This design comes from an exercise in tuning for a short achievable clock period and few clock cycles on the open sky130 flow, not from production work.
Function was checked by simulation only, so behaviour that the tests miss may differ from the original.
Power and IR drop assume default switching activity.

tundra:
==> flow/design.v (excerpt) <==
module	simplecore (
	clk,
	nreset,
	iAddr,
	iData,
	dAddr,
	dIn,
	dOut,
	nRW
);
input		clk;
input		nreset;
output	[15:0]	iAddr;     
input	[15:0]	iData;     
output	[15:0]	dAddr;     
input	[15:0]	dIn;       
output	[15:0]	dOut;      
output		nRW;
reg	[15:0]	pc;		 
reg	[15:0]	fInst;		 
reg		refillTmp, refill;
reg	[ 1:0]	cond;
reg		cmpFlag;
reg		branchFlag;
reg		eSrWbEn;
reg		rAdd, rSub, rAnd, rOr, rMovA, rMovB, rMrs, rSh, rLd;
reg	[ 2:0]	shiftCtl;
reg		mulOEn;
reg	[ 3:0]	wbIdx;
reg		eWbEn;
reg		eIAregCtl;
reg		eDOutCtl;
reg	[15:0]	opA, opB;	 
reg	[15:0]	mulAL;
reg	[ 7:0]	mulAH;
reg	[11:0]	digL;		 
reg	[23:0]	digH;
reg	[15:0]	dAddrR, dOutR;	 
reg	[15:0]	mulRes;
reg		selMA, selMB;
reg		sqSel;
reg	[15:0]	shA;
reg	[ 3:0]	shB;
reg		shSelA, shSelB;
reg		memSelA, memSelB;
reg		wMul;		 
reg		nRWR;
reg		wEn;
reg	[ 3:0]	wIdx;
reg	[15:0]	wVal;
reg	[ 3:0]	sr;		 
reg	[16*15-1:0]	rf;		 
wire	zFlag = sr[2];
wire	execFlag = (cond == 2'd2) || (cond == 2'd0 && zFlag) ||
		   (cond == 2'd1 && ~zFlag);
wire	live     = execFlag & ~refill;
wire	flush    = branchFlag & live;
wire	wbEn     = eWbEn & live;
wire	srWbEn   = eSrWbEn & live;
wire	iAregCtl = eIAregCtl & live;
wire	[15:0]	A = selMA ? mulRes : opA;
wire	[15:0]	B = selMB ? mulRes : opB;
wire	[15:0]	sum = A + B;
wire	[16:0]	dif = {1'b0, A} - {1'b0, B};
wire	[ 3:0]	condFlag = {dif[15], ~|dif[15:0], dif[16],
			    (A[15] == B[15]) && (A[15] != dif[15])};
wire	[15:0]	shIn = shSelA ? mulRes : shA;
wire	[ 3:0]	amt  = shSelB ? mulRes[3:0] : shB;
wire	[31:0]	rot = {shIn, shIn} >> amt;
wire	[31:0]	asr = {{16{shIn[15]}}, shIn} >> amt;
reg	[15:0]	shiftOut;
always @(*)
begin
	casex (shiftCtl)
		3'b0??:	shiftOut = shIn << amt;
		3'b100:	shiftOut = shIn >> amt;
		3'b101:	shiftOut = asr[15:0];
		default: shiftOut = rot[15:0];
	endcase
end
wire	[15:0]	mS, mC;
mulTree	ImulTree (
	.aL		(mulAL		),
	.aH		(mulAH		),
	.dL		(digL		),
	.dH		(digH		),
	.sq		(sqSel		),
	.s		(mS		),
	.c		(mC		)
);
wire	[15:0]	mulOut = mS + mC;
wire	[15:0]	busWn = ({16{rAdd}}  & sum)        |
			({16{rSub}}  & dif[15:0])  |
			({16{rAnd}}  & (A & B))    |
			({16{rOr}}   & (A | B))    |
			({16{rMovA}} & A)          |
			({16{rMovB}} & B)          |
			({16{rMrs}}  & {sr, 12'b0}) |
			({16{rSh}}   & shiftOut);
  ...
Size in the first run: ~3400 cells after synthesis, ~31000 sq um of cells after synthesis.
==> flow/config.mk <==
export PLATFORM = sky130hd
export DESIGN_NAME = simplecore
export DESIGN_NICKNAME = simplecore
export VERILOG_FILES = /design/flow/design.v
export SDC_FILE = /design/flow/constraint.sdc
export NUM_CORES = 4
export LEC_CHECK = 0
export ABC_CLOCK_PERIOD_IN_PS = 3000
export CAP_MARGIN = 20
export CORE_MARGIN = 2
export CORE_UTILIZATION = 40
export SETUP_SLACK_MARGIN = 5
export SLEW_MARGIN = 20
==> flow/constraint.sdc <==
create_clock -name core_clock -period 11.5 [get_ports {clk}]
set_input_delay 2.3000 -clock core_clock [delete_from_list [all_inputs] [get_ports {clk}]]
set_output_delay 2.3000 -clock core_clock [all_outputs]
set_load 0.01 [all_outputs]
standard.sh (not shown) runs the stock make flow with config.mk's settings and CLKGATE_MAP_FILE= SYNTH_SCRIPT=/design/flow/synth_recipe.tcl, a recipe that flattens the netlist after the stock synthesis.
==> flow/flow/run.sh <==
#!/bin/bash
# The standard layout (the standard.sh: the standard synthesis and the
# ORFS steps) with timing repair aimed well below the clock period: every
# repair_timing step works until the setup slack is SETUP_SLACK_MARGIN ns.
# The clock, constraints and all other settings are the design's.
set -euo pipefail
bash standard.sh SETUP_SLACK_MARGIN=10 finish > standard.log 2>&1
Having completed the whole flow, tundra delivered a layout that passed the timing, design-rule and antenna checks.
Testbench counts of tundra, summed over its fixed seeds: cycles 54,356.
Input-level comparison between xenon and tundra:
--- a/flow/flow/run.sh
+++ b/flow/flow/run.sh
@@ -6,2 +6,2 @@
 set -euo pipefail
-bash standard.sh SETUP_SLACK_MARGIN=10 finish > standard.log 2>&1
+bash standard.sh SETUP_SLACK_MARGIN=9 finish > standard.log 2>&1
xenon finished every step from synthesis to the final layout, and the layout passed the timing, design-rule and antenna checks. On final area, tundra tracks xenon almost exactly. When xenon is measured against tundra, its post-layout total power turns out 2.6% lower. Delta (xenon minus tundra): final standard cell utilization of the core level, multi-input gate share of total cell area moved up.

---

the baseline:
Another version of the RTL of simplecore (not shown whole).
Size: ~490 flip-flops, roughly 83 I/O pins.
Design simplecore, start of the top module:
module	simplecore (
	clk,
	nreset,
	iAddr,
	iData,
	dAddr,
	dIn,
	dOut,
	nRW
);
clock: 11.5 ns
lec_check: 0
abc_clock_period_in_ps: 3000
cap_margin: 20
core_margin: 2
core_utilization: 40
place_density: 0.75
slew_margin: 20
==> flow/flow/run.sh <==
#!/bin/bash
# The standard layout (the standard.sh: the standard synthesis and the
# ORFS steps) with timing repair aimed well below the clock period: every
# repair_timing step works until the setup slack is SETUP_SLACK_MARGIN ns.
# The clock, constraints and all other settings are the design's.
set -euo pipefail
bash standard.sh SETUP_SLACK_MARGIN=8 finish > standard.log 2>&1
Testbench counts of the baseline, summed over its fixed seeds: cycles 54,356.
The inputs of the candidate differ from those of the baseline as listed below.
Settings: clearing PLACE_DENSITY, which used to be 0.75; putting SETUP_SLACK_MARGIN at 5 where nothing was set.
### Flow results
- Taking the baseline as the reference, in the candidate via count of the routed design shows a reduction of 1264, critical path depth shows a reduction of 12, total wire length shows a reduction of 3.6%.
- The candidate ended up with digH[22] as its worst setup path endpoint; the baseline ended up with mulAL[15].

---

Setup of the previous run:
Another version of the RTL of simplecore (not shown whole).
Size: roughly 3,000 cells after synthesis, ~420 flip-flops, roughly 83 I/O pins, about 0.027 mm^2 of cells after synthesis.
==> flow/config.mk <==
export PLATFORM = sky130hd
export DESIGN_NAME = simplecore
export DESIGN_NICKNAME = simplecore
export VERILOG_FILES = /design/flow/design.v
export SDC_FILE = /design/flow/constraint.sdc
export NUM_CORES = 4
export LEC_CHECK = 0
export CAP_MARGIN = 20
export CORE_MARGIN = 2
export CORE_UTILIZATION = 40
export SLEW_MARGIN = 20
==> flow/constraint.sdc <==
create_clock -name core_clock -period 11.5 [get_ports {clk}]
set_input_delay 2.3000 -clock core_clock [delete_from_list [all_inputs] [get_ports {clk}]]
set_output_delay 2.3000 -clock core_clock [all_outputs]
set_load 0.01 [all_outputs]
run.sh (not shown) runs the stock make flow with config.mk's settings and CLKGATE_MAP_FILE= SYNTH_SCRIPT=/design/flow/synth_recipe.tcl, a recipe that flattens the netlist after the stock synthesis.
Stock flow here: none of the scripts above is used.
The flow did not stop early for the previous run: all stages ran, and the layout cleared the timing, design-rule and antenna checks.
Testbench counts of the previous run, summed over its fixed seeds: cycles 54,356.
Inputs modified between the previous run and the current run:
# the previous run
export LEC_CHECK = 0
export CAP_MARGIN = 20
export CORE_MARGIN = 2
export CORE_UTILIZATION = 40
export SLEW_MARGIN = 20
create_clock -name core_clock -period 11.5 [get_ports {clk}]
# the current run
export LEC_CHECK = 0
export ABC_CLOCK_PERIOD_IN_PS = 3000
export CAP_MARGIN = 20
export CORE_MARGIN = 2
export CORE_UTILIZATION = 40
export SETUP_SLACK_MARGIN = 5
export SLEW_MARGIN = 20
create_clock -name core_clock -period 11.5 [get_ports {clk}]
Notes after the runs:
The current run reached the end of the flow, and the finished layout is clean on the timing, design-rule and antenna checks. The previous run: flow completed, timing, DRC and antenna clean. Between the current run and the previous run, the difference in clock skew is negligible. Any difference in leakage power figure between the current run and the previous run is small enough to ignore. A launching instance or port of the critical path of mulB[5]$_SDFF_PP0_ is what the previous run shows, while mulB[1]$_SDFF_PP0_ belongs to the current run. On total met2 wirelength after detailed routing, the current run and the previous run are basically level. Delta (the current run minus the previous run): count of vias placed by the detailed router now sits lower, average routed wire per standard cell now sits at about the same level. The wire length of the previous run and that of the current run are within noise of each other. Summary of the current run over the previous run: number of standard cells after synthesis held steady, reported net switching power did not really move, final non-filler cell area saw little to no change.

---

## the reference run
Starting RTL as in the previous note.
Settings: LEC_CHECK=0, ABC_CLOCK_PERIOD_IN_PS=3000, CAP_MARGIN=20, CORE_MARGIN=2, CORE_UTILIZATION=40, SETUP_SLACK_MARGIN=5, SLEW_MARGIN=20; clock period 11.5 ns.
standard.sh (not shown) runs the stock make flow with config.mk's settings and CLKGATE_MAP_FILE= SYNTH_SCRIPT=/design/flow/synth_recipe.tcl, a recipe that flattens the netlist after the stock synthesis.
Scripts as last shown in full above: flow/flow/run.sh
The reference run: full flow OK, the timing, design-rule and antenna checks passed
Testbench counts of the reference run, summed over its fixed seeds: cycles 54,356.
Here is what was changed in the inputs of the trial run compared with the reference run.
Settings: removing SETUP_SLACK_MARGIN (formerly 5); changing CORE_UTILIZATION from 40 to 55; changing ABC_CLOCK_PERIOD_IN_PS from 3000 to 2000.
--- a/flow/flow/run.sh
+++ b/flow/flow/run.sh
@@ -6,2 +6,2 @@
 set -euo pipefail
-bash standard.sh SETUP_SLACK_MARGIN=8 finish > standard.log 2>&1
+bash standard.sh SETUP_SLACK_MARGIN=10 finish > standard.log 2>&1
Results
Higher maximum number of pins on one net before global-route repair was reported by the trial run, not the reference run. The trial run vs the reference run — worst IR drop on VDD climbed by more than a quarter. Clock network power share for the trial run: 1.4 points down relative to the reference run. Between the trial run and the reference run, the minimum clock period after layout is lower for the reference run. Going from the reference run to the trial run, wire length of the first global-routing pass grew slightly. Min power drawn by the combinational cells across the trial run and the reference run: the reference run. Changes observed in the trial run relative to the reference run: wire length rose 7400 µm, worst path setup slack after routing has decreased, arrival time of data at the critical path endpoint now larger.

---

simplecore with an RTL version that a note above also has.
For scale: about 3400 cells after synthesis, roughly 490 flip-flops, ~83 I/O pins, ~31000 um2 of cells after synthesis.
==> flow/config.mk <==
export PLATFORM = sky130hd
export DESIGN_NAME = simplecore
export DESIGN_NICKNAME = simplecore
export VERILOG_FILES = /design/flow/design.v
export SDC_FILE = /design/flow/constraint.sdc
export NUM_CORES = 4
export LEC_CHECK = 0
export ABC_CLOCK_PERIOD_IN_PS = 3000
export CAP_MARGIN = 20
export CORE_MARGIN = 2
export CORE_UTILIZATION = 40
export SETUP_SLACK_MARGIN = 5
export SLEW_MARGIN = 20
==> flow/constraint.sdc <==
create_clock -name core_clock -period 11.5 [get_ports {clk}]
set_input_delay 2.3000 -clock core_clock [delete_from_list [all_inputs] [get_ports {clk}]]
set_output_delay 2.3000 -clock core_clock [all_outputs]
set_load 0.01 [all_outputs]
==> flow/flow/run.sh <==
#!/bin/bash
# The standard layout (the standard.sh: the standard synthesis and the
# ORFS steps) with timing repair aimed well below the clock period: every
# repair_timing step works until the setup slack is SETUP_SLACK_MARGIN ns.
# The clock, constraints and all other settings are the design's.
set -euo pipefail
bash standard.sh SETUP_SLACK_MARGIN=7 finish > standard.log 2>&1
The first run completed without violations.
Testbench counts at the start, summed over its fixed seeds: cycles 54,356.
Edit:
--- a/flow/flow/run.sh
+++ b/flow/flow/run.sh
@@ -5,3 +5,3 @@
 # The clock, constraints and all other settings are the design's.
 set -euo pipefail
-bash standard.sh SETUP_SLACK_MARGIN=7 finish > standard.log 2>&1
+bash standard.sh SETUP_SLACK_MARGIN=8 finish > standard.log 2>&1
After rerunning: Critical path depth went up by 9; worst hold slack is worse by 0.0086 ns; final area rises by 15%; worst setup slack is better by 0.47 ns; routed wire length went up by 6.6%; die area stays the same; via count came out higher by 6.0%.

## re-timing with driven ports
The flow's constraints put no driver on any port. The routed layouts listed below were extracted and timed again, unchanged, in two steps. Step 1 assumes that a clkbuf_16 drives the clock port and a buf_2 every other input. Step 2, shift: input delay + t, output delay - t, t = (earliest + latest rising clock arrival at the registers) / 2. This alone moves slack from input paths to output paths. Slacks: no drivers / after step 1 / after step 2; pairs: no drivers / after step 1.
| run | t (ns) | setup WS [ns] | clock arrival spread, ns |
|---|---|---|---|
| tundra | 0.725 | 7.146 / 7.146 / 7.146 | 0.058 / 0.058 |
| xenon | 0.691 | 7.344 / 7.344 / 7.344 | 0.037 / 0.036 |
| the baseline | 0.696 | 7.163 / 7.163 / 6.600 | 0.032 / 0.033 |
| the candidate | 0.691 | 7.229 / 7.266 / 6.576 | 0.048 / 0.049 |
| the previous run | 0.654 | 5.367 / 5.367 / 5.367 | 0.034 / 0.034 |
| the current run | 0.657 | 5.446 / 5.446 / 5.446 | 0.039 / 0.039 |
| the reference run | 0.639 | 6.386 / 6.386 / 6.386 | 0.030 / 0.029 |
| the trial run | 0.679 | 6.133 / 6.133 / 6.133 | 0.029 / 0.029 |
| the first run of note 5 | 0.696 | 6.914 / 6.914 / 6.637 | 0.033 / 0.033 |
| the second run of note 5 | 0.675 | 7.383 / 7.383 / 7.379 | 0.035 / 0.035 |
After both steps every run listed still meets setup and hold. For the candidate, which loses most, drivers alone change the setup slack by +0.037 ns; drivers and shift together by -0.653 ns.
